This is an optimization exercise on Yosys and OpenROAD, whose aim is small area and a short achievable clock period, not a production implementation. At most, simulation tests tie the RTL to the original design; equivalence was not proved.

the baseline:
==> flow/design.v (excerpt) <==
module Parallel_filter
(
input [7:0] I_00,I_01,I_02,I_03,I_10,I_11,I_12,I_13,
input clk,rst,
output [7:0] P1,P2,P3,P4
);
wire [7:0] LC0, MC0, HC0, LC1, MC1, HC1, LD0, MD0, HD0, LD1, MD1, HD1;
sort_col sc (I_00, I_01, I_02, I_03, LC0, MC0, HC0, LC1, MC1, HC1);
sort_col sd (I_10, I_11, I_12, I_13, LD0, MD0, HD0, LD1, MD1, HD1);
Systolic_Array top (clk, LC0, MC0, HC0, LD0, MD0, HD0, P1, P2);
Systolic_Array bot (clk, LC1, MC1, HC1, LD1, MD1, HD1, P3, P4);
endmodule
Settings: LEC_CHECK=0, CAP_MARGIN=20, CORE_MARGIN=2, CORE_UTILIZATION=40, SLEW_MARGIN=20; clock period 30.0 ns.
standard.sh (not shown) runs the stock make flow with config.mk's settings and CLKGATE_MAP_FILE= SYNTH_SCRIPT=/design/flow/synth_recipe.tcl, a recipe that flattens the netlist after the stock synthesis.
==> flow/flow/run.sh <==
#!/bin/bash
set -euo pipefail
W=$PWD
export MY_ABC_SCRIPT=$W/flow/area.abc
sed "s#SYNTH_SCRIPT=[^ ]*#SYNTH_SCRIPT=$W/flow/my_synth.tcl#" standard.sh > my_standard.sh
grep -q "SYNTH_SCRIPT=$W/flow/my_synth.tcl" my_standard.sh
bash my_standard.sh BUFFER_PORTS_ARGS='-buffer_cell sky130_fd_sc_hd__buf_1' finish > make_flow.log 2>&1
==> flow/flow/area.abc <==
strash
dch
map -a
topo
buffer -p
upsize -c -D 5000
dnsize -c -D 5000
==> flow/flow/my_synth.tcl <==
proc synth {args} { yosys synth -nofsm -noshare {*}$args }
proc extract_fa {args} { puts "my_synth: extract_fa skipped" }
proc abc {args} {
  set out {}
  set skip 0
  foreach a $args {
    if {$skip} { lappend out $::env(MY_ABC_SCRIPT); set skip 0; continue }
    if {$a eq "-script"} { set skip 1 }
    lappend out $a
  }
  puts "my_synth: abc $out"
  yosys abc {*}$out
}
source $::env(SCRIPTS_DIR)/synth.tcl
# left out here: clear keep_hierarchy, flatten, clean up, hide names made inside functions, write 1_2_yosys.v
Modified inputs, the candidate compared to the baseline
Settings: an added ABC_AREA of 1.
==> flow/run.sh (new file) <==
#!/bin/bash
# synth_recipe.tcl (not shown) runs the flow's synth.tcl, then flattens the netlist and writes it again
# the make line also repeats each setting of config.mk as NAME=value (left out here)
make -C /OpenROAD-flow-scripts/flow DESIGN_CONFIG=/design/flow/config.mk WORK_HOME=/design/flow/orfs CLKGATE_MAP_FILE= SYNTH_SCRIPT=/design/flow/synth_recipe.tcl finish
removed: flow/flow/run.sh
removed: flow/flow/area.abc
removed: flow/flow/my_synth.tcl
removed: flow/standard.sh
--- outcome ---
When the candidate is set beside the baseline, its setup slack turns out to be 0.84 ns larger. There was hardly any difference in final weighted congestion in routability-driven placement between the candidate and the baseline. Comparing the candidate and the baseline, ratio of cells with drive above 1 in the final layout is lower on the baseline. Run comparison: the baseline cell with the biggest individual delay on the critical path a311oi_1; the candidate cell with the biggest individual delay on the critical path o21ai_0.


Another version of the RTL of Parallel_filter (not shown whole).
For scale: roughly 96 flip-flops, roughly 98 I/O pins, about 13000 um2 of cells after synthesis.
Settings: LEC_CHECK=0, ABC_AREA=1, CAP_MARGIN=20, CORE_MARGIN=2, CORE_UTILIZATION=40, SLEW_MARGIN=20; clock period 30.0 ns.
run.sh (not shown) runs the stock make flow with config.mk's settings and CLKGATE_MAP_FILE= SYNTH_SCRIPT=/design/flow/synth_recipe.tcl, a recipe that flattens the netlist after the stock synthesis.
Stock flow here: none of the scripts above is used.
The baseline passed the timing, DRC and antenna checks.
Edit:
==> flow/flow/run.sh (new file) <==
#!/bin/bash
set -euo pipefail
W=$PWD
export MY_ABC_SCRIPT=$W/flow/area.abc
sed "s#SYNTH_SCRIPT=[^ ]*#SYNTH_SCRIPT=$W/flow/my_synth.tcl#" standard.sh > my_standard.sh
grep -q "SYNTH_SCRIPT=$W/flow/my_synth.tcl" my_standard.sh
bash my_standard.sh > make_flow.log 2>&1
==> flow/flow/area.abc (new file) <==
strash
dch
map -a -B 0.9
topo
dnsize
==> flow/flow/my_synth.tcl (new file) <==
proc synth {args} { yosys synth -nofsm -noshare {*}$args }
proc extract_fa {args} { puts "my_synth: extract_fa skipped" }
proc abc {args} {
  set out {}
  set skip 0
  foreach a $args {
    if {$skip} { lappend out $::env(MY_ABC_SCRIPT); set skip 0; continue }
    if {$a eq "-script"} { set skip 1 }
    lappend out $a
  }
  puts "my_synth: abc $out"
  yosys abc {*}$out
}
source $::env(SCRIPTS_DIR)/synth.tcl
# left out here: clear keep_hierarchy, flatten, clean up, hide names made inside functions, write 1_2_yosys.v
==> flow/standard.sh (new file) <==
#!/bin/bash
# synth_recipe.tcl (not shown) runs the flow's synth.tcl, then flattens the netlist and writes it again
# the make line also repeats each setting of config.mk as NAME=value (left out here)
make -C /OpenROAD-flow-scripts/flow DESIGN_CONFIG=/design/flow/config.mk WORK_HOME=/design/flow/orfs CLKGATE_MAP_FILE= SYNTH_SCRIPT=/design/flow/synth_recipe.tcl "${@:-finish}"
--- a/flow/config.mk
+++ b/flow/config.mk
@@ -7,3 +7,2 @@
 export LEC_CHECK = 0
-export ABC_AREA = 1
 export CAP_MARGIN = 20
removed: flow/run.sh
=> Worst setup slack got worse by 4.4 ns; routed wire length falls by about a fifth; via count falls by about a fifth; synthesized area falls by a quarter to a third; global-route usage rises by 1.5 points; final area falls by about a fifth; utilization rises by 2.7 points.
Function was not checked in any run of this note: the RTL went through the layout flow alone.


run A:
Another version of the RTL of Parallel_filter (not shown whole).
Size: roughly 1200 cells after synthesis, roughly 100 flip-flops, ~98 I/O pins, roughly 0.0093 sq mm of cells after synthesis.
export LEC_CHECK = 0
export CAP_MARGIN = 20
export CORE_MARGIN = 2
export CORE_UTILIZATION = 40
export SLEW_MARGIN = 60
create_clock -name core_clock -period 30.0 [get_ports {clk}]
standard.sh (not shown) runs the stock make flow with config.mk's settings and CLKGATE_MAP_FILE= SYNTH_SCRIPT=/design/flow/synth_recipe.tcl, a recipe that flattens the netlist after the stock synthesis.
==> flow/flow/run.sh <==
#!/bin/bash
# Own flow: the standard layout (standard.sh) with these changes:
#  - port buffers: buf_1 instead of the default pick.
#  - clock tree: no dummy loads, smaller clock buffers.
# Every tool's output stays in orfs/logs/ and make_flow.log.
set -euo pipefail
W=$PWD
export MY_ABC_SCRIPT=$W/flow/area.abc
sed "s#SYNTH_SCRIPT=[^ ]*#SYNTH_SCRIPT=$W/flow/my_synth.tcl#" standard.sh > my_standard.sh
grep -q "SYNTH_SCRIPT=$W/flow/my_synth.tcl" my_standard.sh
EXTRA=(
  "BUFFER_PORTS_ARGS=-buffer_cell sky130_fd_sc_hd__buf_1"
  "CTS_ARGS=-sink_clustering_enable -repair_clock_nets -dont_use_dummy_load -buf_list {sky130_fd_sc_hd__clkbuf_4 sky130_fd_sc_hd__clkbuf_8}"
)
[[ -f flow/extra.txt ]] && mapfile -t -O ${#EXTRA[@]} EXTRA < flow/extra.txt
bash my_standard.sh "${EXTRA[@]}" finish > make_flow.log 2>&1
==> flow/flow/area.abc <==
strash
dc2
dch -f
amap -F 20 -A 40
topo
upsize -D 5500
dnsize -D 5500
==> flow/flow/my_synth.tcl <==
proc synth {args} { yosys synth -nofsm -noshare {*}$args }
proc extract_fa {args} { puts "my_synth: extract_fa skipped" }
proc abc {args} {
  set out {}
  set skip 0
  foreach a $args {
    if {$skip} { lappend out $::env(MY_ABC_SCRIPT); set skip 0; continue }
    if {$a eq "-script"} { set skip 1 }
    lappend out $a
  }
  puts "my_synth: abc $out"
  yosys abc {*}$out
}
source $::env(SCRIPTS_DIR)/synth.tcl
# left out here: clear keep_hierarchy, flatten, clean up, hide names made inside functions, write 1_2_yosys.v
Modified inputs, run B compared to run A
Settings: SLEW_MARGIN changed from 60 to 20.
### Flow results
Run B: all stages complete, timing, DRC and antenna checks passed
In run B the layout filler cell count turned out 54 higher than in run A.
Run B: cell count along the critical path 8 below run A
Compared to run A, run B shows a narrower setup margin.
Setup changes, run B to run C
==> flow/flow/area.abc <==
strash
dc2
dch -f
amap -F 20 -A 40
topo
upsize -D 5000
dnsize -D 5000
Notes after the runs:
- Diff run B..run C | final cell count | unchanged
- Run C -> run B: signed area change from the synthesized netlist to the final layout delta 0, exact match
- Worst setup slack: run B vs run C identical
### run C -> run D
Settings: CORE_UTILIZATION: 40 -> 55; PLACE_DENSITY: unset -> 0.7.
==> flow/flow/area.abc <==
strash
dc2
dch -f
amap -F 20 -A 40
topo
upsize -D 5500
dnsize -D 5500
[summary]
- Compared with run C, run D shows a global-route wire length before repair that is 1.6% higher.
- In the flow results for run C and run D, the post-route clock period utilization is larger on run D.
- Looking only at wire length, and setting everything else aside, the lower value of run C and run D goes to run D.
- Utilization run C -> run D: up
- What run D reported for floorplan die area has to be multiplied by 1.4 to get the figure for run C.
### run D -> run E
Settings: PLACE_DENSITY no longer set, was 0.7; CORE_UTILIZATION now 40, was 55; GPL_TIMING_DRIVEN now 0, previously not set.
- The flow did not stop early for run E: all stages ran, and the layout cleared the timing, DRC and antenna checks.
- Lower total length of routed met2 wires goes to run E over run D.
- Against run D as the reference, run E delivers a higher worst hold slack.
- From run D to run E, number of max-cap violations did not move at all.
- Changes observed in run E relative to run D: post-placement cell count now larger; summed area of non-filler cells in the final layout increased by 74 sq um relative to the old numbers.
- On post-synthesis cell area, run E tracks run D almost exactly.
Edits applied to the flow inputs when going from run E to run F:
Settings: GPL_TIMING_DRIVEN no longer set, was 0.
-- flow/flow/run.sh --
<<< run E, line 13
  "CTS_ARGS=-sink_clustering_enable -repair_clock_nets -dont_use_dummy_load -buf_list {sky130_fd_sc_hd__clkbuf_4 sky130_fd_sc_hd__clkbuf_8}"
>>> run F, line 13
  "CTS_ARGS=-sink_clustering_enable -repair_clock_nets -dont_use_dummy_load -buf_list {sky130_fd_sc_hd__clkbuf_8} -sink_clustering_size 25"
--- outcome ---
Against run E, post-route met1 wirelength in run F rose slightly. Run E → run F: HPWL reported at the end of detailed placement about even, via count rose 1.0%, proportion of layout cells with a drive suffix above 1 rose 0.27 points. Sequential cell count: run E vs run F identical. Re highest clock frequency the design can meet: run F is 0.50% up on run E. Run F has post-layout minimum cycle time below what run E had. The utilization of run F is higher than that of run E. Run E → run F: wire length on met3 saw a decrease; relative area change from synthesis to final layout saw an increase.


harbor:
Parallel_filter with an RTL version that a note above also has.
Size: about 100 flip-flops, about 10000 um2 of cells after synthesis.
clock: 30.0 ns
lec_check: 0
cap_margin: 20
core_margin: 2
core_utilization: 40
slew_margin: 20
==> flow/flow/run.sh <==
#!/bin/bash
set -euo pipefail
W=$PWD
export MY_ABC_SCRIPT=$W/flow/area.abc
sed "s#SYNTH_SCRIPT=[^ ]*#SYNTH_SCRIPT=$W/flow/my_synth.tcl#" standard.sh > my_standard.sh
grep -q "SYNTH_SCRIPT=$W/flow/my_synth.tcl" my_standard.sh
bash my_standard.sh BUFFER_PORTS_ARGS='-buffer_cell sky130_fd_sc_hd__buf_2' finish > make_flow.log 2>&1
==> flow/flow/area.abc <==
strash
dch
map -a -B 0.9
topo
dnsize
Scripts as last shown in full above: flow/flow/my_synth.tcl
### harbor -> nickel
diff --git a/flow/flow/run.sh b/flow/flow/run.sh
--- a/flow/flow/run.sh
+++ b/flow/flow/run.sh
@@ -1,0 +2,4 @@
+# Own flow: the standard layout (standard.sh) with these changes:
+#  - port buffers: buf_1 instead of the default pick.
+#  - clock tree: no dummy loads, smaller clock buffers.
+# Every tool's output stays in orfs/logs/ and make_flow.log.
@@ -7 +11,6 @@
-bash my_standard.sh BUFFER_PORTS_ARGS='-buffer_cell sky130_fd_sc_hd__buf_2' finish > make_flow.log 2>&1
+EXTRA=(
+  "BUFFER_PORTS_ARGS=-buffer_cell sky130_fd_sc_hd__buf_1"
+  "CTS_ARGS=-sink_clustering_enable -repair_clock_nets -dont_use_dummy_load -buf_list {sky130_fd_sc_hd__clkbuf_4 sky130_fd_sc_hd__clkbuf_8}"
+)
+[[ -f flow/extra.txt ]] && mapfile -t -O ${#EXTRA[@]} EXTRA < flow/extra.txt
+bash my_standard.sh "${EXTRA[@]}" finish > make_flow.log 2>&1
==> flow/flow/area.abc <==
strash
dch -f
amap
topo
upsize -D 6000
dnsize -D 6000
==> results.txt <==
Diff harbor -> nickel: effective utilization at floorplan lost 0.38 points; routed wire length picked up an extra 2.4%; highest net fanout along the worst path lost 3. nickel vs harbor, end of the critical path: P3[5] vs P2[7]. Slowest stage cell on the critical path: sky130_fd_sc_hd__o21ai_0 -> harbor, sky130_fd_sc_hd__o22ai_1 -> nickel. Compared with harbor, nickel shows a lower final critical-path required period. In nickel relative to harbor, finished layout cell area had gone down by a few percent.
> inputs changed (nickel -> amber)
==> flow/flow/area.abc <==
strash
dch
map -a -B 0.9
topo
dnsize
### Flow results
- When the final numbers for amber and nickel were put side by side, the final core utilization turned out to be greater in amber.
- amber: worst slack after detailed placement 1170 ps below nickel
- In the reports for amber and nickel, the larger worst-path maximum fanout belongs to amber.
- Diff nickel -> amber: synthesized cell count went up by 149; smallest setup slack after layout went down by 1270 ps.
- amber completed end to end with timing, DRC and antenna clean.
- Having completed the whole flow, nickel delivered a layout that passed the timing, DRC and antenna checks.
- [amber] met1 global-route usage rose 4.1 points relative to nickel
- Of amber and nickel, the higher XOR/XNOR share of the synthesized area belongs to amber.
- amber vs nickel on overall die area: amber is the higher one.
- Post-synthesis net count (amber vs. nickel) increases by a little under 10%

## what the ideal ports hide
In the flow no input, the clock included, has a driving cell. The finished layouts below were timed again as built, in two steps. Step 1: set_driving_cell puts a clkbuf_16 on clk and a buf_2 on each other input, an assumption about the parent block. Step 2, shift: input delay + t, output delay - t, t = (earliest + latest rising clock arrival at the registers) / 2. This alone moves slack from input paths to output paths. Three values: no drivers, after step 1, after step 2; two values: the first two.
run | shift t [ns] | setup slack, ns | worst setup path at the end | clock arrival spread, ns | cell pins on the clock port's net
the baseline | 0.406 | 10.362 / 10.312 / 10.312 | input to output | 0.018 / 0.017 | 1
the candidate | 0.426 | 11.199 / 11.172 / 11.172 | input to output | 0.006 / 0.006 | 1
the first run of note 2 | 0.408 | 10.461 / 10.423 / 10.423 | input to output | 0.007 / 0.008 | 1
the second run of note 2 | 0.403 | 6.013 / 5.986 / 5.986 | input to output | 0.016 / 0.016 | 1
run A | 0.407 | 10.841 / 10.816 / 10.816 | input to output | 0.029 / 0.029 | 1
run B | 0.415 | 10.389 / 10.359 / 10.359 | input to output | 0.031 / 0.032 | 1
run C | 0.415 | 10.389 / 10.359 / 10.359 | input to output | 0.031 / 0.032 | 1
run D | 0.420 | 10.242 / 10.219 / 10.219 | input to output | 0.028 / 0.027 | 1
run E | 0.417 | 10.291 / 10.260 / 10.260 | input to output | 0.027 / 0.028 | 1
run F | 0.415 | 10.389 / 10.359 / 10.359 | input to output | 0.031 / 0.032 | 1
harbor | 0.410 | 8.924 / 8.902 / 8.902 | input to output | 0.023 / 0.023 | 1
nickel | 0.422 | 9.907 / 9.865 / 9.865 | input to output | 0.036 / 0.035 | 1
amber | 0.421 | 8.636 / 8.611 / 8.611 | input to output | 0.032 / 0.033 | 1
After both steps every run listed still meets setup and hold. The setup slack of the baseline, which loses most, moves by -0.050 ns with the drivers and by -0.050 ns with both steps.
